From an optimization exercise on the open Yosys and OpenROAD flow, aimed at small area; shortcuts taken in it are not production practice. Only simulation tests tie the RTL to the original design; equivalence was not proved. Power figures rest on the tool's default switching activity, not on a simulated workload.

`flow/flow/run.sh`:
```
#!/bin/bash
# The standard layout (standard.sh) with these changes, all made through
# ORFS's own variables:
#  - ABC maps the logic with an area-oriented script (flow/abc_area.script),
#  - Yosys does not extract half/full adders before ABC (ADDER_MAP_FILE empty),
#    so ABC maps the counters' logic itself,
#  - clock tree synthesis uses clkbuf_8 buffers and no dummy loads,
#  - the port buffers are the smallest buffer cell.
set -e
rm -rf scripts_mod
cp -r "$FLOW_HOME/scripts" scripts_mod
cp flow/abc_area.script scripts_mod/abc_area.script
export SCRIPTS_DIR="$PWD/scripts_mod"
export ADDER_MAP_FILE=
export CTS_ARGS="-sink_clustering_enable -repair_clock_nets -buf_list {sky130_fd_sc_hd__clkbuf_4 sky130_fd_sc_hd__clkbuf_8} -root_buf sky130_fd_sc_hd__clkbuf_8 -dont_use_dummy_load"
export BUFFER_PORTS_ARGS="-buffer_cell sky130_fd_sc_hd__buf_1"
bash standard.sh > standard.log 2>&1
```
`flow/flow/abc_area.script`:
```
strash
&get -n
&st
&dc2
&dch -f
&nf -a -F 20 -A 20 -E 100
&put
topo
```
`flow/standard.sh`:
```
#!/bin/bash
# synth_recipe.tcl (not shown) runs the flow's synth.tcl, then flattens the netlist and writes it again
# the make line also repeats each setting of config.mk as NAME=value (left out here)
make -C /OpenROAD-flow-scripts/flow DESIGN_CONFIG=/design/flow/config.mk WORK_HOME=/design/flow/orfs CLKGATE_MAP_FILE= SYNTH_SCRIPT=/design/flow/synth_recipe.tcl "${@:-finish}"
```
`flow/config.mk`:
```
export PLATFORM = sky130hd
export DESIGN_NAME = score4
export DESIGN_NICKNAME = score4
export VERILOG_FILES = /design/flow/design.v
export SDC_FILE = /design/flow/constraint.sdc
export NUM_CORES = 4
export LEC_CHECK = 0
export ABC_AREA = 1
export CAP_MARGIN = 20
export CORE_MARGIN = 2
export CORE_UTILIZATION = 40
export SLEW_MARGIN = 20
```
`flow/constraint.sdc`:
```
create_clock -name core_clock -period 20.0 [get_ports {clk}]
set_input_delay 4.0000 -clock core_clock [delete_from_list [all_inputs] [get_ports {clk}]]
set_output_delay 4.0000 -clock core_clock [all_outputs]
set_load 0.01 [all_outputs]
```
`flow/design.v`:
```
module score4(
input logic clk,
input logic rst,
input logic left,
input logic right,
input logic put,
output logic player,
output logic invalid_move,
output logic win_a,
output logic win_b,
output logic full_panel,
output logic hsync,
output logic vsync,
output logic [3:0] red,
output logic [3:0] green,
output logic [3:0] blue
);
logic [2:0] col;           
logic [1:0] pix;           
logic [1:0] s00, s01, s02, s03, s04, s05, s06;
logic [1:0] s10, s11, s12, s13, s14, s15, s16;
logic [1:0] s20, s21, s22, s23, s24, s25, s26;
logic [1:0] s30, s31, s32, s33, s34, s35, s36;
logic [1:0] s40, s41, s42, s43, s44, s45, s46;
logic [1:0] s50, s51, s52, s53, s54, s55, s56;
wire nz00 = s00[0] | s00[1]; wire a00 = s00[0] & ~s00[1]; wire b00 = s00[1] & ~s00[0];
wire nz01 = s01[0] | s01[1]; wire a01 = s01[0] & ~s01[1]; wire b01 = s01[1] & ~s01[0];
wire nz02 = s02[0] | s02[1]; wire a02 = s02[0] & ~s02[1]; wire b02 = s02[1] & ~s02[0];
wire nz03 = s03[0] | s03[1]; wire a03 = s03[0] & ~s03[1]; wire b03 = s03[1] & ~s03[0];
wire nz04 = s04[0] | s04[1]; wire a04 = s04[0] & ~s04[1]; wire b04 = s04[1] & ~s04[0];
wire nz05 = s05[0] | s05[1]; wire a05 = s05[0] & ~s05[1]; wire b05 = s05[1] & ~s05[0];
wire nz06 = s06[0] | s06[1]; wire a06 = s06[0] & ~s06[1]; wire b06 = s06[1] & ~s06[0];
wire nz10 = s10[0] | s10[1]; wire a10 = s10[0] & ~s10[1]; wire b10 = s10[1] & ~s10[0];
wire nz11 = s11[0] | s11[1]; wire a11 = s11[0] & ~s11[1]; wire b11 = s11[1] & ~s11[0];
wire nz12 = s12[0] | s12[1]; wire a12 = s12[0] & ~s12[1]; wire b12 = s12[1] & ~s12[0];
wire nz13 = s13[0] | s13[1]; wire a13 = s13[0] & ~s13[1]; wire b13 = s13[1] & ~s13[0];
wire nz14 = s14[0] | s14[1]; wire a14 = s14[0] & ~s14[1]; wire b14 = s14[1] & ~s14[0];
wire nz15 = s15[0] | s15[1]; wire a15 = s15[0] & ~s15[1]; wire b15 = s15[1] & ~s15[0];
wire nz16 = s16[0] | s16[1]; wire a16 = s16[0] & ~s16[1]; wire b16 = s16[1] & ~s16[0];
wire nz20 = s20[0] | s20[1]; wire a20 = s20[0] & ~s20[1]; wire b20 = s20[1] & ~s20[0];
wire nz21 = s21[0] | s21[1]; wire a21 = s21[0] & ~s21[1]; wire b21 = s21[1] & ~s21[0];
wire nz22 = s22[0] | s22[1]; wire a22 = s22[0] & ~s22[1]; wire b22 = s22[1] & ~s22[0];
wire nz23 = s23[0] | s23[1]; wire a23 = s23[0] & ~s23[1]; wire b23 = s23[1] & ~s23[0];
wire nz24 = s24[0] | s24[1]; wire a24 = s24[0] & ~s24[1]; wire b24 = s24[1] & ~s24[0];
wire nz25 = s25[0] | s25[1]; wire a25 = s25[0] & ~s25[1]; wire b25 = s25[1] & ~s25[0];
wire nz26 = s26[0] | s26[1]; wire a26 = s26[0] & ~s26[1]; wire b26 = s26[1] & ~s26[0];
wire nz30 = s30[0] | s30[1]; wire a30 = s30[0] & ~s30[1]; wire b30 = s30[1] & ~s30[0];
wire nz31 = s31[0] | s31[1]; wire a31 = s31[0] & ~s31[1]; wire b31 = s31[1] & ~s31[0];
wire nz32 = s32[0] | s32[1]; wire a32 = s32[0] & ~s32[1]; wire b32 = s32[1] & ~s32[0];
wire nz33 = s33[0] | s33[1]; wire a33 = s33[0] & ~s33[1]; wire b33 = s33[1] & ~s33[0];
wire nz34 = s34[0] | s34[1]; wire a34 = s34[0] & ~s34[1]; wire b34 = s34[1] & ~s34[0];
wire nz35 = s35[0] | s35[1]; wire a35 = s35[0] & ~s35[1]; wire b35 = s35[1] & ~s35[0];
wire nz36 = s36[0] | s36[1]; wire a36 = s36[0] & ~s36[1]; wire b36 = s36[1] & ~s36[0];
wire nz40 = s40[0] | s40[1]; wire a40 = s40[0] & ~s40[1]; wire b40 = s40[1] & ~s40[0];
wire nz41 = s41[0] | s41[1]; wire a41 = s41[0] & ~s41[1]; wire b41 = s41[1] & ~s41[0];
wire nz42 = s42[0] | s42[1]; wire a42 = s42[0] & ~s42[1]; wire b42 = s42[1] & ~s42[0];
wire nz43 = s43[0] | s43[1]; wire a43 = s43[0] & ~s43[1]; wire b43 = s43[1] & ~s43[0];
wire nz44 = s44[0] | s44[1]; wire a44 = s44[0] & ~s44[1]; wire b44 = s44[1] & ~s44[0];
wire nz45 = s45[0] | s45[1]; wire a45 = s45[0] & ~s45[1]; wire b45 = s45[1] & ~s45[0];
wire nz46 = s46[0] | s46[1]; wire a46 = s46[0] & ~s46[1]; wire b46 = s46[1] & ~s46[0];
wire nz50 = s50[0] | s50[1]; wire a50 = s50[0] & ~s50[1]; wire b50 = s50[1] & ~s50[0];
wire nz51 = s51[0] | s51[1]; wire a51 = s51[0] & ~s51[1]; wire b51 = s51[1] & ~s51[0];
wire nz52 = s52[0] | s52[1]; wire a52 = s52[0] & ~s52[1]; wire b52 = s52[1] & ~s52[0];
wire nz53 = s53[0] | s53[1]; wire a53 = s53[0] & ~s53[1]; wire b53 = s53[1] & ~s53[0];
wire nz54 = s54[0] | s54[1]; wire a54 = s54[0] & ~s54[1]; wire b54 = s54[1] & ~s54[0];
wire nz55 = s55[0] | s55[1]; wire a55 = s55[0] & ~s55[1]; wire b55 = s55[1] & ~s55[0];
wire nz56 = s56[0] | s56[1]; wire a56 = s56[0] & ~s56[1]; wire b56 = s56[1] & ~s56[0];
wire [6:0] cs;
assign cs[0] = (col == 3'd0);
assign cs[1] = (col == 3'd1);
assign cs[2] = (col == 3'd2);
assign cs[3] = (col == 3'd3);
assign cs[4] = (col == 3'd4);
assign cs[5] = (col == 3'd5);
assign cs[6] = (col == 3'd6);
wire col_full = (cs[0] & nz00) | (cs[1] & nz01) | (cs[2] & nz02) | (cs[3] & nz03) | (cs[4] & nz04) | (cs[5] & nz05) | (cs[6] & nz06);
wire nobtn = ~put & ~right & ~left;
wire hwa = win_a & nobtn;   
wire hwb = win_b & nobtn;
wire pa0 = put & cs[0] & ~player; wire pb0 = put & cs[0] & player;
wire pa1 = put & cs[1] & ~player; wire pb1 = put & cs[1] & player;
wire pa2 = put & cs[2] & ~player; wire pb2 = put & cs[2] & player;
wire pa3 = put & cs[3] & ~player; wire pb3 = put & cs[3] & player;
wire pa4 = put & cs[4] & ~player; wire pb4 = put & cs[4] & player;
wire pa5 = put & cs[5] & ~player; wire pb5 = put & cs[5] & player;
wire pa6 = put & cs[6] & ~player; wire pb6 = put & cs[6] & player;
wire ma0 = a00 & a01 & a02 & a03; wire mb0 = b00 & b01 & b02 & b03; wire q0 = (ma0 & win_a) | (mb0 & win_b);
wire ma1 = a01 & a02 & a03 & a04; wire mb1 = b01 & b02 & b03 & b04; wire q1 = (ma1 & win_a) | (mb1 & win_b);
wire ma2 = a02 & a03 & a04 & a05; wire mb2 = b02 & b03 & b04 & b05; wire q2 = (ma2 & win_a) | (mb2 & win_b);
wire ma3 = a03 & a04 & a05 & a06; wire mb3 = b03 & b04 & b05 & b06; wire q3 = (ma3 & win_a) | (mb3 & win_b);
wire ma4 = a10 & a11 & a12 & a13; wire mb4 = b10 & b11 & b12 & b13; wire q4 = (ma4 & win_a) | (mb4 & win_b);
wire ma5 = a11 & a12 & a13 & a14; wire mb5 = b11 & b12 & b13 & b14; wire q5 = (ma5 & win_a) | (mb5 & win_b);
wire ma6 = a12 & a13 & a14 & a15; wire mb6 = b12 & b13 & b14 & b15; wire q6 = (ma6 & win_a) | (mb6 & win_b);
wire ma7 = a13 & a14 & a15 & a16; wire mb7 = b13 & b14 & b15 & b16; wire q7 = (ma7 & win_a) | (mb7 & win_b);
wire ma8 = a20 & a21 & a22 & a23; wire mb8 = b20 & b21 & b22 & b23; wire q8 = (ma8 & win_a) | (mb8 & win_b);
wire ma9 = a21 & a22 & a23 & a24; wire mb9 = b21 & b22 & b23 & b24; wire q9 = (ma9 & win_a) | (mb9 & win_b);
wire ma10 = a22 & a23 & a24 & a25; wire mb10 = b22 & b23 & b24 & b25; wire q10 = (ma10 & win_a) | (mb10 & win_b);
wire ma11 = a23 & a24 & a25 & a26; wire mb11 = b23 & b24 & b25 & b26; wire q11 = (ma11 & win_a) | (mb11 & win_b);
wire ma12 = a30 & a31 & a32 & a33; wire mb12 = b30 & b31 & b32 & b33; wire q12 = (ma12 & win_a) | (mb12 & win_b);
wire ma13 = a31 & a32 & a33 & a34; wire mb13 = b31 & b32 & b33 & b34; wire q13 = (ma13 & win_a) | (mb13 & win_b);
wire ma14 = a32 & a33 & a34 & a35; wire mb14 = b32 & b33 & b34 & b35; wire q14 = (ma14 & win_a) | (mb14 & win_b);
wire ma15 = a33 & a34 & a35 & a36; wire mb15 = b33 & b34 & b35 & b36; wire q15 = (ma15 & win_a) | (mb15 & win_b);
wire ma16 = a40 & a41 & a42 & a43; wire mb16 = b40 & b41 & b42 & b43; wire q16 = (ma16 & win_a) | (mb16 & win_b);
wire ma17 = a41 & a42 & a43 & a44; wire mb17 = b41 & b42 & b43 & b44; wire q17 = (ma17 & win_a) | (mb17 & win_b);
wire ma18 = a42 & a43 & a44 & a45; wire mb18 = b42 & b43 & b44 & b45; wire q18 = (ma18 & win_a) | (mb18 & win_b);
wire ma19 = a43 & a44 & a45 & a46; wire mb19 = b43 & b44 & b45 & b46; wire q19 = (ma19 & win_a) | (mb19 & win_b);
wire ma20 = a50 & a51 & a52 & a53; wire mb20 = b50 & b51 & b52 & b53; wire q20 = (ma20 & win_a) | (mb20 & win_b);
wire ma21 = a51 & a52 & a53 & a54; wire mb21 = b51 & b52 & b53 & b54; wire q21 = (ma21 & win_a) | (mb21 & win_b);
wire ma22 = a52 & a53 & a54 & a55; wire mb22 = b52 & b53 & b54 & b55; wire q22 = (ma22 & win_a) | (mb22 & win_b);
wire ma23 = a53 & a54 & a55 & a56; wire mb23 = b53 & b54 & b55 & b56; wire q23 = (ma23 & win_a) | (mb23 & win_b);
wire ma24 = a00 & a10 & a20 & a30; wire mb24 = b00 & b10 & b20 & b30; wire q24 = (ma24 & win_a) | (mb24 & win_b);
wire ma25 = a01 & a11 & a21 & a31; wire mb25 = b01 & b11 & b21 & b31; wire q25 = (ma25 & win_a) | (mb25 & win_b);
wire ma26 = a02 & a12 & a22 & a32; wire mb26 = b02 & b12 & b22 & b32; wire q26 = (ma26 & win_a) | (mb26 & win_b);
wire ma27 = a03 & a13 & a23 & a33; wire mb27 = b03 & b13 & b23 & b33; wire q27 = (ma27 & win_a) | (mb27 & win_b);
wire ma28 = a04 & a14 & a24 & a34; wire mb28 = b04 & b14 & b24 & b34; wire q28 = (ma28 & win_a) | (mb28 & win_b);
wire ma29 = a05 & a15 & a25 & a35; wire mb29 = b05 & b15 & b25 & b35; wire q29 = (ma29 & win_a) | (mb29 & win_b);
wire ma30 = a06 & a16 & a26 & a36; wire mb30 = b06 & b16 & b26 & b36; wire q30 = (ma30 & win_a) | (mb30 & win_b);
wire ma31 = a10 & a20 & a30 & a40; wire mb31 = b10 & b20 & b30 & b40; wire q31 = (ma31 & win_a) | (mb31 & win_b);
wire ma32 = a11 & a21 & a31 & a41; wire mb32 = b11 & b21 & b31 & b41; wire q32 = (ma32 & win_a) | (mb32 & win_b);
wire ma33 = a12 & a22 & a32 & a42; wire mb33 = b12 & b22 & b32 & b42; wire q33 = (ma33 & win_a) | (mb33 & win_b);
wire ma34 = a13 & a23 & a33 & a43; wire mb34 = b13 & b23 & b33 & b43; wire q34 = (ma34 & win_a) | (mb34 & win_b);
wire ma35 = a14 & a24 & a34 & a44; wire mb35 = b14 & b24 & b34 & b44; wire q35 = (ma35 & win_a) | (mb35 & win_b);
wire ma36 = a15 & a25 & a35 & a45; wire mb36 = b15 & b25 & b35 & b45; wire q36 = (ma36 & win_a) | (mb36 & win_b);
wire ma37 = a16 & a26 & a36 & a46; wire mb37 = b16 & b26 & b36 & b46; wire q37 = (ma37 & win_a) | (mb37 & win_b);
wire ma38 = a20 & a30 & a40 & a50; wire mb38 = b20 & b30 & b40 & b50; wire q38 = (ma38 & win_a) | (mb38 & win_b);
wire ma39 = a21 & a31 & a41 & a51; wire mb39 = b21 & b31 & b41 & b51; wire q39 = (ma39 & win_a) | (mb39 & win_b);
wire ma40 = a22 & a32 & a42 & a52; wire mb40 = b22 & b32 & b42 & b52; wire q40 = (ma40 & win_a) | (mb40 & win_b);
wire ma41 = a23 & a33 & a43 & a53; wire mb41 = b23 & b33 & b43 & b53; wire q41 = (ma41 & win_a) | (mb41 & win_b);
wire ma42 = a24 & a34 & a44 & a54; wire mb42 = b24 & b34 & b44 & b54; wire q42 = (ma42 & win_a) | (mb42 & win_b);
wire ma43 = a25 & a35 & a45 & a55; wire mb43 = b25 & b35 & b45 & b55; wire q43 = (ma43 & win_a) | (mb43 & win_b);
wire ma44 = a26 & a36 & a46 & a56; wire mb44 = b26 & b36 & b46 & b56; wire q44 = (ma44 & win_a) | (mb44 & win_b);
wire ma45 = a30 & a21 & a12 & a03; wire mb45 = b30 & b21 & b12 & b03; wire q45 = (ma45 & win_a) | (mb45 & win_b);
wire ma46 = a31 & a22 & a13 & a04; wire mb46 = b31 & b22 & b13 & b04; wire q46 = (ma46 & win_a) | (mb46 & win_b);
wire ma47 = a32 & a23 & a14 & a05; wire mb47 = b32 & b23 & b14 & b05; wire q47 = (ma47 & win_a) | (mb47 & win_b);
wire ma48 = a33 & a24 & a15 & a06; wire mb48 = b33 & b24 & b15 & b06; wire q48 = (ma48 & win_a) | (mb48 & win_b);
wire ma49 = a40 & a31 & a22 & a13; wire mb49 = b40 & b31 & b22 & b13; wire q49 = (ma49 & win_a) | (mb49 & win_b);
wire ma50 = a41 & a32 & a23 & a14; wire mb50 = b41 & b32 & b23 & b14; wire q50 = (ma50 & win_a) | (mb50 & win_b);
wire ma51 = a42 & a33 & a24 & a15; wire mb51 = b42 & b33 & b24 & b15; wire q51 = (ma51 & win_a) | (mb51 & win_b);
wire ma52 = a43 & a34 & a25 & a16; wire mb52 = b43 & b34 & b25 & b16; wire q52 = (ma52 & win_a) | (mb52 & win_b);
wire ma53 = a50 & a41 & a32 & a23; wire mb53 = b50 & b41 & b32 & b23; wire q53 = (ma53 & win_a) | (mb53 & win_b);
wire ma54 = a51 & a42 & a33 & a24; wire mb54 = b51 & b42 & b33 & b24; wire q54 = (ma54 & win_a) | (mb54 & win_b);
wire ma55 = a52 & a43 & a34 & a25; wire mb55 = b52 & b43 & b34 & b25; wire q55 = (ma55 & win_a) | (mb55 & win_b);
wire ma56 = a53 & a44 & a35 & a26; wire mb56 = b53 & b44 & b35 & b26; wire q56 = (ma56 & win_a) | (mb56 & win_b);
wire ma57 = a00 & a11 & a22 & a33; wire mb57 = b00 & b11 & b22 & b33; wire q57 = (ma57 & win_a) | (mb57 & win_b);
wire ma58 = a01 & a12 & a23 & a34; wire mb58 = b01 & b12 & b23 & b34; wire q58 = (ma58 & win_a) | (mb58 & win_b);
wire ma59 = a02 & a13 & a24 & a35; wire mb59 = b02 & b13 & b24 & b35; wire q59 = (ma59 & win_a) | (mb59 & win_b);
wire ma60 = a03 & a14 & a25 & a36; wire mb60 = b03 & b14 & b25 & b36; wire q60 = (ma60 & win_a) | (mb60 & win_b);
wire ma61 = a10 & a21 & a32 & a43; wire mb61 = b10 & b21 & b32 & b43; wire q61 = (ma61 & win_a) | (mb61 & win_b);
wire ma62 = a11 & a22 & a33 & a44; wire mb62 = b11 & b22 & b33 & b44; wire q62 = (ma62 & win_a) | (mb62 & win_b);
wire ma63 = a12 & a23 & a34 & a45; wire mb63 = b12 & b23 & b34 & b45; wire q63 = (ma63 & win_a) | (mb63 & win_b);
wire ma64 = a13 & a24 & a35 & a46; wire mb64 = b13 & b24 & b35 & b46; wire q64 = (ma64 & win_a) | (mb64 & win_b);
wire ma65 = a20 & a31 & a42 & a53; wire mb65 = b20 & b31 & b42 & b53; wire q65 = (ma65 & win_a) | (mb65 & win_b);
wire ma66 = a21 & a32 & a43 & a54; wire mb66 = b21 & b32 & b43 & b54; wire q66 = (ma66 & win_a) | (mb66 & win_b);
wire ma67 = a22 & a33 & a44 & a55; wire mb67 = b22 & b33 & b44 & b55; wire q67 = (ma67 & win_a) | (mb67 & win_b);
wire ma68 = a23 & a34 & a45 & a56; wire mb68 = b23 & b34 & b45 & b56; wire q68 = (ma68 & win_a) | (mb68 & win_b);
wire hl00 = nobtn & (q0 | q24 | q57);
wire g00 = nz10 & ~nz00;   
wire hl01 = nobtn & (q0 | q1 | q25 | q58);
wire g01 = nz11 & ~nz01;   
wire hl02 = nobtn & (q0 | q1 | q2 | q26 | q59);
wire g02 = nz12 & ~nz02;   
wire hl03 = nobtn & (q0 | q1 | q2 | q3 | q27 | q45 | q60);
wire g03 = nz13 & ~nz03;   
wire hl04 = nobtn & (q1 | q2 | q3 | q28 | q46);
wire g04 = nz14 & ~nz04;   
wire hl05 = nobtn & (q2 | q3 | q29 | q47);
wire g05 = nz15 & ~nz05;   
wire hl06 = nobtn & (q3 | q30 | q48);
wire g06 = nz16 & ~nz06;   
wire hl10 = nobtn & (q4 | q24 | q31 | q61);
wire g10 = nz20 & ~nz10;   
wire hl11 = nobtn & (q4 | q5 | q25 | q32 | q57 | q62);
wire g11 = nz21 & ~nz11;   
wire hl12 = nobtn & (q4 | q5 | q6 | q26 | q33 | q45 | q58 | q63);
wire g12 = nz22 & ~nz12;   
wire hl13 = nobtn & (q4 | q5 | q6 | q7 | q27 | q34 | q46 | q49 | q59 | q64);
wire g13 = nz23 & ~nz13;   
wire hl14 = nobtn & (q5 | q6 | q7 | q28 | q35 | q47 | q50 | q60);
wire g14 = nz24 & ~nz14;   
wire hl15 = nobtn & (q6 | q7 | q29 | q36 | q48 | q51);
wire g15 = nz25 & ~nz15;   
wire hl16 = nobtn & (q7 | q30 | q37 | q52);
wire g16 = nz26 & ~nz16;   
wire hl20 = nobtn & (q8 | q24 | q31 | q38 | q65);
wire g20 = nz30 & ~nz20;   
wire hl21 = nobtn & (q8 | q9 | q25 | q32 | q39 | q45 | q61 | q66);
wire g21 = nz31 & ~nz21;   
wire hl22 = nobtn & (q8 | q9 | q10 | q26 | q33 | q40 | q46 | q49 | q57 | q62 | q67);
wire g22 = nz32 & ~nz22;   
wire hl23 = nobtn & (q8 | q9 | q10 | q11 | q27 | q34 | q41 | q47 | q50 | q53 | q58 | q63 | q68);
wire g23 = nz33 & ~nz23;   
wire hl24 = nobtn & (q9 | q10 | q11 | q28 | q35 | q42 | q48 | q51 | q54 | q59 | q64);
wire g24 = nz34 & ~nz24;   
wire hl25 = nobtn & (q10 | q11 | q29 | q36 | q43 | q52 | q55 | q60);
wire g25 = nz35 & ~nz25;   
wire hl26 = nobtn & (q11 | q30 | q37 | q44 | q56);
wire g26 = nz36 & ~nz26;   
wire hl30 = nobtn & (q12 | q24 | q31 | q38 | q45);
wire g30 = nz40 & ~nz30;   
wire hl31 = nobtn & (q12 | q13 | q25 | q32 | q39 | q46 | q49 | q65);
wire g31 = nz41 & ~nz31;   
wire hl32 = nobtn & (q12 | q13 | q14 | q26 | q33 | q40 | q47 | q50 | q53 | q61 | q66);
wire g32 = nz42 & ~nz32;   
wire hl33 = nobtn & (q12 | q13 | q14 | q15 | q27 | q34 | q41 | q48 | q51 | q54 | q57 | q62 | q67);
wire g33 = nz43 & ~nz33;   
wire hl34 = nobtn & (q13 | q14 | q15 | q28 | q35 | q42 | q52 | q55 | q58 | q63 | q68);
wire g34 = nz44 & ~nz34;   
wire hl35 = nobtn & (q14 | q15 | q29 | q36 | q43 | q56 | q59 | q64);
wire g35 = nz45 & ~nz35;   
wire hl36 = nobtn & (q15 | q30 | q37 | q44 | q60);
wire g36 = nz46 & ~nz36;   
wire hl40 = nobtn & (q16 | q31 | q38 | q49);
wire g40 = nz50 & ~nz40;   
wire hl41 = nobtn & (q16 | q17 | q32 | q39 | q50 | q53);
wire g41 = nz51 & ~nz41;   
wire hl42 = nobtn & (q16 | q17 | q18 | q33 | q40 | q51 | q54 | q65);
wire g42 = nz52 & ~nz42;   
wire hl43 = nobtn & (q16 | q17 | q18 | q19 | q34 | q41 | q52 | q55 | q61 | q66);
wire g43 = nz53 & ~nz43;   
wire hl44 = nobtn & (q17 | q18 | q19 | q35 | q42 | q56 | q62 | q67);
wire g44 = nz54 & ~nz44;   
wire hl45 = nobtn & (q18 | q19 | q36 | q43 | q63 | q68);
wire g45 = nz55 & ~nz45;   
wire hl46 = nobtn & (q19 | q37 | q44 | q64);
wire g46 = nz56 & ~nz46;   
wire hl50 = nobtn & (q20 | q38 | q53);
wire g50 = ~nz50;   
wire hl51 = nobtn & (q20 | q21 | q39 | q54);
wire g51 = ~nz51;   
wire hl52 = nobtn & (q20 | q21 | q22 | q40 | q55);
wire g52 = ~nz52;   
wire hl53 = nobtn & (q20 | q21 | q22 | q23 | q41 | q56 | q65);
wire g53 = ~nz53;   
wire hl54 = nobtn & (q21 | q22 | q23 | q42 | q66);
wire g54 = ~nz54;   
wire hl55 = nobtn & (q22 | q23 | q43 | q67);
wire g55 = ~nz55;   
wire hl56 = nobtn & (q23 | q44 | q68);
wire g56 = ~nz56;   
logic wa_n, wb_n;
wire ga0 = ma0 | ma1 | ma2 | ma3; wire gb0 = mb0 | mb1 | mb2 | mb3;
wire ga1 = ma4 | ma5 | ma6 | ma7; wire gb1 = mb4 | mb5 | mb6 | mb7;
wire ga2 = ma8 | ma9 | ma10 | ma11; wire gb2 = mb8 | mb9 | mb10 | mb11;
wire ga3 = ma12 | ma13 | ma14 | ma15; wire gb3 = mb12 | mb13 | mb14 | mb15;
wire ga4 = ma16 | ma17 | ma18 | ma19; wire gb4 = mb16 | mb17 | mb18 | mb19;
wire ga5 = ma20 | ma21 | ma22 | ma23; wire gb5 = mb20 | mb21 | mb22 | mb23;
wire ga6 = ma24; wire gb6 = mb24;
wire ga7 = ma25; wire gb7 = mb25;
wire ga8 = ma26; wire gb8 = mb26;
wire ga9 = ma27; wire gb9 = mb27;
wire ga10 = ma28; wire gb10 = mb28;
wire ga11 = ma29; wire gb11 = mb29;
wire ga12 = ma30; wire gb12 = mb30;
wire ga13 = ma31; wire gb13 = mb31;
wire ga14 = ma32; wire gb14 = mb32;
wire ga15 = ma33; wire gb15 = mb33;
wire ga16 = ma34; wire gb16 = mb34;
wire ga17 = ma35; wire gb17 = mb35;
wire ga18 = ma36; wire gb18 = mb36;
wire ga19 = ma37; wire gb19 = mb37;
wire ga20 = ma38; wire gb20 = mb38;
wire ga21 = ma39; wire gb21 = mb39;
wire ga22 = ma40; wire gb22 = mb40;
wire ga23 = ma41; wire gb23 = mb41;
wire ga24 = ma42; wire gb24 = mb42;
wire ga25 = ma43; wire gb25 = mb43;
wire ga26 = ma44; wire gb26 = mb44;
wire ga27 = ma45; wire gb27 = mb45;
wire ga28 = ma46; wire gb28 = mb46;
wire ga29 = ma47; wire gb29 = mb47;
wire ga30 = ma48; wire gb30 = mb48;
wire ga31 = ma49; wire gb31 = mb49;
wire ga32 = ma50; wire gb32 = mb50;
wire ga33 = ma51; wire gb33 = mb51;
wire ga34 = ma52; wire gb34 = mb52;
wire ga35 = ma53; wire gb35 = mb53;
wire ga36 = ma54; wire gb36 = mb54;
wire ga37 = ma55; wire gb37 = mb55;
wire ga38 = ma56; wire gb38 = mb56;
wire ga39 = ma57; wire gb39 = mb57;
wire ga40 = ma58; wire gb40 = mb58;
wire ga41 = ma59; wire gb41 = mb59;
wire ga42 = ma60; wire gb42 = mb60;
wire ga43 = ma61; wire gb43 = mb61;
wire ga44 = ma62; wire gb44 = mb62;
wire ga45 = ma63; wire gb45 = mb63;
wire ga46 = ma64; wire gb46 = mb64;
wire ga47 = ma65; wire gb47 = mb65;
wire ga48 = ma66; wire gb48 = mb66;
wire ga49 = ma67; wire gb49 = mb67;
wire ga50 = ma68; wire gb50 = mb68;
always_comb begin
  wa_n = win_a; wb_n = win_b;
  if (ga0) begin wa_n = 1'b1; wb_n = 1'b0; end else if (gb0) begin wa_n = 1'b0; wb_n = 1'b1; end
  if (ga1) begin wa_n = 1'b1; wb_n = 1'b0; end else if (gb1) begin wa_n = 1'b0; wb_n = 1'b1; end
  if (ga2) begin wa_n = 1'b1; wb_n = 1'b0; end else if (gb2) begin wa_n = 1'b0; wb_n = 1'b1; end
  if (ga3) begin wa_n = 1'b1; wb_n = 1'b0; end else if (gb3) begin wa_n = 1'b0; wb_n = 1'b1; end
  if (ga4) begin wa_n = 1'b1; wb_n = 1'b0; end else if (gb4) begin wa_n = 1'b0; wb_n = 1'b1; end
  if (ga5) begin wa_n = 1'b1; wb_n = 1'b0; end else if (gb5) begin wa_n = 1'b0; wb_n = 1'b1; end
  if (ga6) begin wa_n = 1'b1; wb_n = 1'b0; end else if (gb6) begin wa_n = 1'b0; wb_n = 1'b1; end
  if (ga7) begin wa_n = 1'b1; wb_n = 1'b0; end else if (gb7) begin wa_n = 1'b0; wb_n = 1'b1; end
  if (ga8) begin wa_n = 1'b1; wb_n = 1'b0; end else if (gb8) begin wa_n = 1'b0; wb_n = 1'b1; end
  if (ga9) begin wa_n = 1'b1; wb_n = 1'b0; end else if (gb9) begin wa_n = 1'b0; wb_n = 1'b1; end
  if (ga10) begin wa_n = 1'b1; wb_n = 1'b0; end else if (gb10) begin wa_n = 1'b0; wb_n = 1'b1; end
  if (ga11) begin wa_n = 1'b1; wb_n = 1'b0; end else if (gb11) begin wa_n = 1'b0; wb_n = 1'b1; end
  if (ga12) begin wa_n = 1'b1; wb_n = 1'b0; end else if (gb12) begin wa_n = 1'b0; wb_n = 1'b1; end
  if (ga13) begin wa_n = 1'b1; wb_n = 1'b0; end else if (gb13) begin wa_n = 1'b0; wb_n = 1'b1; end
  if (ga14) begin wa_n = 1'b1; wb_n = 1'b0; end else if (gb14) begin wa_n = 1'b0; wb_n = 1'b1; end
  if (ga15) begin wa_n = 1'b1; wb_n = 1'b0; end else if (gb15) begin wa_n = 1'b0; wb_n = 1'b1; end
  if (ga16) begin wa_n = 1'b1; wb_n = 1'b0; end else if (gb16) begin wa_n = 1'b0; wb_n = 1'b1; end
  if (ga17) begin wa_n = 1'b1; wb_n = 1'b0; end else if (gb17) begin wa_n = 1'b0; wb_n = 1'b1; end
  if (ga18) begin wa_n = 1'b1; wb_n = 1'b0; end else if (gb18) begin wa_n = 1'b0; wb_n = 1'b1; end
  if (ga19) begin wa_n = 1'b1; wb_n = 1'b0; end else if (gb19) begin wa_n = 1'b0; wb_n = 1'b1; end
  if (ga20) begin wa_n = 1'b1; wb_n = 1'b0; end else if (gb20) begin wa_n = 1'b0; wb_n = 1'b1; end
  if (ga21) begin wa_n = 1'b1; wb_n = 1'b0; end else if (gb21) begin wa_n = 1'b0; wb_n = 1'b1; end
  if (ga22) begin wa_n = 1'b1; wb_n = 1'b0; end else if (gb22) begin wa_n = 1'b0; wb_n = 1'b1; end
  if (ga23) begin wa_n = 1'b1; wb_n = 1'b0; end else if (gb23) begin wa_n = 1'b0; wb_n = 1'b1; end
  if (ga24) begin wa_n = 1'b1; wb_n = 1'b0; end else if (gb24) begin wa_n = 1'b0; wb_n = 1'b1; end
  if (ga25) begin wa_n = 1'b1; wb_n = 1'b0; end else if (gb25) begin wa_n = 1'b0; wb_n = 1'b1; end
  if (ga26) begin wa_n = 1'b1; wb_n = 1'b0; end else if (gb26) begin wa_n = 1'b0; wb_n = 1'b1; end
  if (ga27) begin wa_n = 1'b1; wb_n = 1'b0; end else if (gb27) begin wa_n = 1'b0; wb_n = 1'b1; end
  if (ga28) begin wa_n = 1'b1; wb_n = 1'b0; end else if (gb28) begin wa_n = 1'b0; wb_n = 1'b1; end
  if (ga29) begin wa_n = 1'b1; wb_n = 1'b0; end else if (gb29) begin wa_n = 1'b0; wb_n = 1'b1; end
  if (ga30) begin wa_n = 1'b1; wb_n = 1'b0; end else if (gb30) begin wa_n = 1'b0; wb_n = 1'b1; end
  if (ga31) begin wa_n = 1'b1; wb_n = 1'b0; end else if (gb31) begin wa_n = 1'b0; wb_n = 1'b1; end
  if (ga32) begin wa_n = 1'b1; wb_n = 1'b0; end else if (gb32) begin wa_n = 1'b0; wb_n = 1'b1; end
  if (ga33) begin wa_n = 1'b1; wb_n = 1'b0; end else if (gb33) begin wa_n = 1'b0; wb_n = 1'b1; end
  if (ga34) begin wa_n = 1'b1; wb_n = 1'b0; end else if (gb34) begin wa_n = 1'b0; wb_n = 1'b1; end
  if (ga35) begin wa_n = 1'b1; wb_n = 1'b0; end else if (gb35) begin wa_n = 1'b0; wb_n = 1'b1; end
  if (ga36) begin wa_n = 1'b1; wb_n = 1'b0; end else if (gb36) begin wa_n = 1'b0; wb_n = 1'b1; end
  if (ga37) begin wa_n = 1'b1; wb_n = 1'b0; end else if (gb37) begin wa_n = 1'b0; wb_n = 1'b1; end
  if (ga38) begin wa_n = 1'b1; wb_n = 1'b0; end else if (gb38) begin wa_n = 1'b0; wb_n = 1'b1; end
  if (ga39) begin wa_n = 1'b1; wb_n = 1'b0; end else if (gb39) begin wa_n = 1'b0; wb_n = 1'b1; end
  if (ga40) begin wa_n = 1'b1; wb_n = 1'b0; end else if (gb40) begin wa_n = 1'b0; wb_n = 1'b1; end
  if (ga41) begin wa_n = 1'b1; wb_n = 1'b0; end else if (gb41) begin wa_n = 1'b0; wb_n = 1'b1; end
  if (ga42) begin wa_n = 1'b1; wb_n = 1'b0; end else if (gb42) begin wa_n = 1'b0; wb_n = 1'b1; end
  if (ga43) begin wa_n = 1'b1; wb_n = 1'b0; end else if (gb43) begin wa_n = 1'b0; wb_n = 1'b1; end
  if (ga44) begin wa_n = 1'b1; wb_n = 1'b0; end else if (gb44) begin wa_n = 1'b0; wb_n = 1'b1; end
  if (ga45) begin wa_n = 1'b1; wb_n = 1'b0; end else if (gb45) begin wa_n = 1'b0; wb_n = 1'b1; end
  if (ga46) begin wa_n = 1'b1; wb_n = 1'b0; end else if (gb46) begin wa_n = 1'b0; wb_n = 1'b1; end
  if (ga47) begin wa_n = 1'b1; wb_n = 1'b0; end else if (gb47) begin wa_n = 1'b0; wb_n = 1'b1; end
  if (ga48) begin wa_n = 1'b1; wb_n = 1'b0; end else if (gb48) begin wa_n = 1'b0; wb_n = 1'b1; end
  if (ga49) begin wa_n = 1'b1; wb_n = 1'b0; end else if (gb49) begin wa_n = 1'b0; wb_n = 1'b1; end
  if (ga50) begin wa_n = 1'b1; wb_n = 1'b0; end else if (gb50) begin wa_n = 1'b0; wb_n = 1'b1; end
end
always_ff @(posedge clk or negedge rst)
  if (!rst) begin
    s00 <= 2'b00; s01 <= 2'b00; s02 <= 2'b00; s03 <= 2'b00; s04 <= 2'b00; s05 <= 2'b00; s06 <= 2'b00;
    s10 <= 2'b00; s11 <= 2'b00; s12 <= 2'b00; s13 <= 2'b00; s14 <= 2'b00; s15 <= 2'b00; s16 <= 2'b00;
    s20 <= 2'b00; s21 <= 2'b00; s22 <= 2'b00; s23 <= 2'b00; s24 <= 2'b00; s25 <= 2'b00; s26 <= 2'b00;
    s30 <= 2'b00; s31 <= 2'b00; s32 <= 2'b00; s33 <= 2'b00; s34 <= 2'b00; s35 <= 2'b00; s36 <= 2'b00;
    s40 <= 2'b00; s41 <= 2'b00; s42 <= 2'b00; s43 <= 2'b00; s44 <= 2'b00; s45 <= 2'b00; s46 <= 2'b00;
    s50 <= 2'b00; s51 <= 2'b00; s52 <= 2'b00; s53 <= 2'b00; s54 <= 2'b00; s55 <= 2'b00; s56 <= 2'b00;
  end else begin
    s00 <= s00 | {2{hl00}} | {pb0 & g00, pa0 & g00};
    s01 <= s01 | {2{hl01}} | {pb1 & g01, pa1 & g01};
    s02 <= s02 | {2{hl02}} | {pb2 & g02, pa2 & g02};
    s03 <= s03 | {2{hl03}} | {pb3 & g03, pa3 & g03};
    s04 <= s04 | {2{hl04}} | {pb4 & g04, pa4 & g04};
    s05 <= s05 | {2{hl05}} | {pb5 & g05, pa5 & g05};
    s06 <= s06 | {2{hl06}} | {pb6 & g06, pa6 & g06};
    s10 <= s10 | {2{hl10}} | {pb0 & g10, pa0 & g10};
    s11 <= s11 | {2{hl11}} | {pb1 & g11, pa1 & g11};
    s12 <= s12 | {2{hl12}} | {pb2 & g12, pa2 & g12};
    s13 <= s13 | {2{hl13}} | {pb3 & g13, pa3 & g13};
    s14 <= s14 | {2{hl14}} | {pb4 & g14, pa4 & g14};
    s15 <= s15 | {2{hl15}} | {pb5 & g15, pa5 & g15};
    s16 <= s16 | {2{hl16}} | {pb6 & g16, pa6 & g16};
    s20 <= s20 | {2{hl20}} | {pb0 & g20, pa0 & g20};
    s21 <= s21 | {2{hl21}} | {pb1 & g21, pa1 & g21};
    s22 <= s22 | {2{hl22}} | {pb2 & g22, pa2 & g22};
    s23 <= s23 | {2{hl23}} | {pb3 & g23, pa3 & g23};
    s24 <= s24 | {2{hl24}} | {pb4 & g24, pa4 & g24};
    s25 <= s25 | {2{hl25}} | {pb5 & g25, pa5 & g25};
    s26 <= s26 | {2{hl26}} | {pb6 & g26, pa6 & g26};
    s30 <= s30 | {2{hl30}} | {pb0 & g30, pa0 & g30};
    s31 <= s31 | {2{hl31}} | {pb1 & g31, pa1 & g31};
    s32 <= s32 | {2{hl32}} | {pb2 & g32, pa2 & g32};
    s33 <= s33 | {2{hl33}} | {pb3 & g33, pa3 & g33};
    s34 <= s34 | {2{hl34}} | {pb4 & g34, pa4 & g34};
    s35 <= s35 | {2{hl35}} | {pb5 & g35, pa5 & g35};
    s36 <= s36 | {2{hl36}} | {pb6 & g36, pa6 & g36};
    s40 <= s40 | {2{hl40}} | {pb0 & g40, pa0 & g40};
    s41 <= s41 | {2{hl41}} | {pb1 & g41, pa1 & g41};
    s42 <= s42 | {2{hl42}} | {pb2 & g42, pa2 & g42};
    s43 <= s43 | {2{hl43}} | {pb3 & g43, pa3 & g43};
    s44 <= s44 | {2{hl44}} | {pb4 & g44, pa4 & g44};
    s45 <= s45 | {2{hl45}} | {pb5 & g45, pa5 & g45};
    s46 <= s46 | {2{hl46}} | {pb6 & g46, pa6 & g46};
    s50 <= s50 | {2{hl50}} | {pb0 & g50, pa0 & g50};
    s51 <= s51 | {2{hl51}} | {pb1 & g51, pa1 & g51};
    s52 <= s52 | {2{hl52}} | {pb2 & g52, pa2 & g52};
    s53 <= s53 | {2{hl53}} | {pb3 & g53, pa3 & g53};
    s54 <= s54 | {2{hl54}} | {pb4 & g54, pa4 & g54};
    s55 <= s55 | {2{hl55}} | {pb5 & g55, pa5 & g55};
    s56 <= s56 | {2{hl56}} | {pb6 & g56, pa6 & g56};
  end
always_ff @(posedge clk or negedge rst)
  if (!rst) begin
    col <= 3'd0;
    player <= 1'b0;
    invalid_move <= 1'b0;
    win_a <= 1'b0;
    win_b <= 1'b0;
    full_panel <= 1'b0;
  end else begin
    win_a <= wa_n;
    win_b <= wb_n;
    full_panel <= nz00 & nz01 & nz02 & nz03 & nz04 & nz05 & nz06;
    if (put) begin
      invalid_move <= col_full;
      if (!col_full) player <= ~player;
    end else if (right) begin
      col <= (col == 3'd6) ? 3'd0 : col + 3'd1;
    end else if (left) begin
      col <= (col == 3'd0) ? 3'd6 : col - 3'd1;
    end
  end
logic en;
logic [5:0] rx, ry;
logic [4:0] qx, qy;
wire rx_end = rx[5] & rx[2] & rx[1] & rx[0];                   
wire ry_end = ry[5] & ry[2] & ry[1] & ry[0];                   
wire x_end = qx[4] & qx[2] & qx[1] & qx[0] & (rx[4:0] == 5'd14);  
wire y_end = qy[4] & qy[0] & ry[5] & ry[2] & ry[1] & ~ry[0];      
always_ff @(posedge clk or negedge rst)
  if (!rst) begin
    en <= 1'b0;
    rx <= 6'd15; qx <= 5'd3;
    ry <= 6'd35; qy <= 5'd4;
  end else begin
    en <= ~en;
    if (en) begin
      if (x_end) begin
        rx <= 6'd15; qx <= 5'd3;
        if (y_end) begin
          ry <= 6'd35; qy <= 5'd4;
        end else if (ry_end) begin
          ry <= 6'd0; qy <= qy + 5'd1;
        end else
          ry <= ry + 6'd1;
      end else if (rx_end) begin
        rx <= 6'd0; qx <= qx + 5'd1;
      end else
        rx <= rx + 6'd1;
    end
  end
wire rx_ge31 = rx[5] | (&rx[4:0]);
wire ry_ge31 = ry[5] | (&ry[4:0]);
assign hsync = ~((qx == 5'd19 & rx_ge31) | qx == 5'd20 | qx == 5'd21 | (qx == 5'd22 & rx <= 6'd6));
assign vsync = ~(qy == 5'd17 & ry[5:1] == 5'd3);
wire incol = (qx[4:3] == 2'b01) & (qx[2:0] != 3'd7) & ~rx_ge31;
wire inrow = (qy[4:3] == 2'b01) & (qy[2:1] != 2'b11) & ~ry_ge31;
wire inbar = (qy == 5'd14 & ry >= 6'd35) | (qy == 5'd15 & ry <= 6'd15);
logic [1:0] sqv;
always_comb begin
  sqv = 2'b00;
  case (qy[2:0])
    3'd0: case (qx[2:0])
      3'd0: sqv = s00;
      3'd1: sqv = s01;
      3'd2: sqv = s02;
      3'd3: sqv = s03;
      3'd4: sqv = s04;
      3'd5: sqv = s05;
      3'd6: sqv = s06;
      default: sqv = 2'b00;
    endcase
    3'd1: case (qx[2:0])
      3'd0: sqv = s10;
      3'd1: sqv = s11;
      3'd2: sqv = s12;
      3'd3: sqv = s13;
      3'd4: sqv = s14;
      3'd5: sqv = s15;
      3'd6: sqv = s16;
      default: sqv = 2'b00;
    endcase
    3'd2: case (qx[2:0])
      3'd0: sqv = s20;
      3'd1: sqv = s21;
      3'd2: sqv = s22;
      3'd3: sqv = s23;
      3'd4: sqv = s24;
      3'd5: sqv = s25;
      3'd6: sqv = s26;
      default: sqv = 2'b00;
    endcase
    3'd3: case (qx[2:0])
      3'd0: sqv = s30;
      3'd1: sqv = s31;
      3'd2: sqv = s32;
      3'd3: sqv = s33;
      3'd4: sqv = s34;
      3'd5: sqv = s35;
      3'd6: sqv = s36;
      default: sqv = 2'b00;
    endcase
    3'd4: case (qx[2:0])
      3'd0: sqv = s40;
      3'd1: sqv = s41;
      3'd2: sqv = s42;
      3'd3: sqv = s43;
      3'd4: sqv = s44;
      3'd5: sqv = s45;
      3'd6: sqv = s46;
      default: sqv = 2'b00;
    endcase
    3'd5: case (qx[2:0])
      3'd0: sqv = s50;
      3'd1: sqv = s51;
      3'd2: sqv = s52;
      3'd3: sqv = s53;
      3'd4: sqv = s54;
      3'd5: sqv = s55;
      3'd6: sqv = s56;
      default: sqv = 2'b00;
    endcase
    default: sqv = 2'b00;
  endcase
end
wire [1:0] pix_n = (inrow & incol) ? sqv :
                   (inbar & incol & (qx[2:0] == col)) ? {player, ~player} : 2'b00;
always_ff @(posedge clk or negedge rst)
  if (!rst) pix <= 2'b00;
  else pix <= pix_n;
assign red   = {4{pix[0] & ~pix[1]}};
assign green = {4{pix[1] & ~pix[0]}};
assign blue  = {4{pix[1] & pix[0]}};
endmodule
```
==> summary.txt <==
Worst setup path
  – Most frequent cell on the critical path: a21oi_1
  – Crit-path max cell delay: roughly 0.54 ns
  – Launch point of the critical path: s12[1]
  – Required arrival time at the worst endpoint: 20.29 ns
  – CP Launch Type: register
  – Standard cell with the maximum stage delay on the critical path: or4_1
  – Biggest fanout along the worst timing path: 10
  – Reg-to-Reg Start: s12[1]
  – Kind of end point of the critical path: register
  – Worst path arrival time: 9.06 ns
  – Path type of the worst setup path: reg2reg

Final layout
  – Share of post-route cells with drive strength above 1: 0.04484
  – Area Growth Syn to Fin: 8.877%
  – Area of all placed cells without fillers: 0.009592 mm²
  – Count of non-filler cells in the finished layout: between 1,000 and 1,500
  – Final core area utilization: 0.4423
  – Final Net Count: 1,189

GRT
  – Via count of the first global-routing pass: ~10,000
  – Global-route track usage on met1: 0.5251
  – Global-route track usage on met3: 0.1123
  – Most Crowded Layer GR: met2
  – Met2 track demand over resource in global routing: 0.5897
  – Wire length of the first global-routing pass: 69,060 µm
  – Aggregate global routing overflow: 0
  – GRT Util Overall: 0.3993
  – Largest net degree at the start of global routing: 70
  – Number of antenna violations at the first check in global routing: 2

Floorplan
  – Effective utilization at floorplan: 0.4062
  – Overall die height: ~150 µm
  – Placeable core region: 0.02169 mm²
  – Floorplan die width: 152.4 µm
  – Cell Rows: 54
  – Full die area: 0.02323 mm²
  – # IOs: 24

CTS
  – TritonCTS clock tree: done
  – Clock-pin slew on the worst setup and hold paths: 0.09 ns
  – Cell chosen for the clock root: clkbuf_8
  – Clock sink count: 117
  – CTS Hold Buffers Added: 0
  – Maximum number of buffers from clock root to sink: 2
  – Inserted Clock Buffers: 17
  – Max H-tree Level: 4
  – Postcts setup bufs: 0
  – Insertion delay of the later-clocked pin in the worst-skew pair: ~0.46 ns
  – Count of cells resized by post-cts repair: 0

Timing
  – Min cycle time layout: roughly 8.8 ns
  – Worst Max-Slew Pin Slew: 0.9734 ns
  – Max-slew headroom at the worst pin: 0.3451
  – Final Hold Violating Endpoints: 0
  – Total negative slack for setup checks: 0 ns
  – Achievable Freq: about 110 MHz
  – Final Max Slew Viols: 0
  – Setup repair after global routing missed its margin: no
  – Hold slack final: 0.5071 ns
  – Worst Clk Skew: about 0.045 ns
  – Fin crit share: 0.4386
  – Count of endpoints failing setup in the final report: 0

Route
  – Average via count per standard cell: 7.554
  – DRC violation count after routing: 0
  – Vias after detailed routing: 11,050
  – Detailed router's first-iteration violation count: 1,807
  – Routed wire length per instance: approximately 32 µm
  – Final antenna-violating net count: 0
  – Final WL: 47,260 µm
  – 1st-pass router iterations: 8

Yosys
  – Largest area contributor in the synthesized netlist: dfrtp_1
  – Total of warnings raised by yosys: 1
  – Post-synthesis cell type count: 52
  – Number of synthesized flops with an enable pin: 0
  – Most frequent cell after synthesis: nor2_1
  – Most common flop cell mapped by yosys: dfrtp_1
  – Share of the yosys chip area belonging to registers: 0.3338
  – Syn Nets: 1,134
  – Gate Count Post-Synth: 1,129
  – Post-synthesis register bit count: 117
  – Summed instance area of the synthesized netlist: between 0.008 and 0.009 mm²
  – Top cell type's share of synthesized area: 0.3039
  – Largest cells by area after synthesis: dfrtp_1 30%, nor4_1 8.7%, nor2_1 6.0%
  – Synth async-reset ratio: 1.000
  – Average cell area after synthesis: 7.803 µm²
  – Top post-synthesis cells by count: 140 x nor2_1, 123 x nor4_1, 107 x dfrtp_1

Placement
  – Post-placement cell count: 1,445
  – HPWL after DPL: 36,280 µm
  – Weighted congestion reported at the end of routability-driven placement: 1.056
  – Placed cell area: approximately 0.0094 mm²
  – Port buffer count: 23

Status
  – Run status: finished clean

Pwr
  – Leakage power of the design: 3.382 nW
  – Worst ir drop on vdd: 0.08506 mV
  – Pwr Density: 109.3 mW/mm²

Min path
  – Launch instance of the worst min-delay path: rx[1]
  – Hold Crit Class: reg2reg

Job
  – MaxCap Viol Count: 0
per-layer routing:
| layer | part of all wire | wire length, µm |
|---|---|---|
| met3 | 0.13 | 6049 |
| met4 | 0.070 | 3328 |
| met2 | 0.42 | 19780 |
| met1 | 0.38 | 18100 |
| met5 | 0 | 0 |
kinds of logic after synthesis:
| family | Yosys count | share of synthesized area |
|---|---|---|
| flops | 117 | 0.3338 |
| simple gates | 590 | 0.3491 |
| xor+xnor | 10 | 0.009942 |
| compound gates | 342 | 0.2735 |
| buf+inv | 70 | 0.03366 |
worst paths after layout:
kind	to	slack, ns	cells past startpoint
worst max-delay path	win_a	11.23	55
worst min-delay path	rx[1]	0.51	1
worst max register to register	win_a	11.23	55
worst min register to register	rx[1]	0.51	1
max in group asynchronous	s34[1]	14.99	2
min in group asynchronous	s03[0]	3.62	1
metrics by stage:
stage                     power [mW]  setup WS, ns
final                          1.048         11.23
after global routing           1.080         10.42
after global placement        0.8550         11.53
after detailed placement      0.8515         11.46
after CTS                      1.018         11.36
after floorplan               0.6304         13.21
sequential cells by signal, summed over array words and instances, names as in the netlist, 3 cells and up:
name / flops
col: 3
ry: 6
qy: 5
rx: 6
qx: 5
power breakdown:
group          internal (mW)  switching, mW  total [mW]
Sequential             0.296          0.130       0.426
Combinational          0.120          0.335       0.455
Clock                 0.0747         0.0924       0.167
area by class of cell:
| class | instances | area, µm² |
|---|---|---|
| fillers | 2190 | 12100 |
| multi-input cells | 942 | 5578 |
| well taps | 280 | 350.3 |
| clock buffers | 17 | 234.0 |
| diodes | 1 | 2.502 |
| repair buffers | 45 | 255.2 |
| inverters | 61 | 229.0 |
| flip-flops and latches | 117 | 2943 |
critical path: cells and delay by family, from the launching register on:
kind	cells	cell delay (ns)
AOI/OAI and AO/OA	50	6.80
DFF	1	0.44
and+or+nand+nor	5	1.36
placed cells by master, fill, tap and decap left out, types with 22 or more instances in the layout:
cell type	count
a22oi_1	63
nand2_1	96
buf_1	22
nor2_1	140
clkinv_1	61
nor3_1	28
o41ai_1	23
nor4_1	123
dfrtp_1	105
nand3_1	35
nand2b_1	58
buf_4	22
a21oi_1	51
nand4_1	26
o21ai_0	58

[re-timing with driven ports]
How much do the figures lean on ideal ports? The routed layout below was timed once more, with nothing changed but the port constraints.
Step 1: set_driving_cell puts a clkbuf_16 on clk and a buf_2 on each other input, an assumption about the parent block.
Step 2 moves the port delays by t, midway between the first and last clock arrival at a register: inputs arrive t later, outputs are due t later. That takes back most of the time a late clock gives input paths.
Three values: no drivers, after step 1, after step 2; two values: the first two.
t (ns): 0.481
slack for setup (ns): 11.227 / 11.227 / 11.227
worst hold slack (ns): 0.507 / 0.507 / 0.507
After both steps this run still meets setup and hold. The setup slack of this run moves by 0.000 ns with the drivers and by 0.000 ns with both steps.
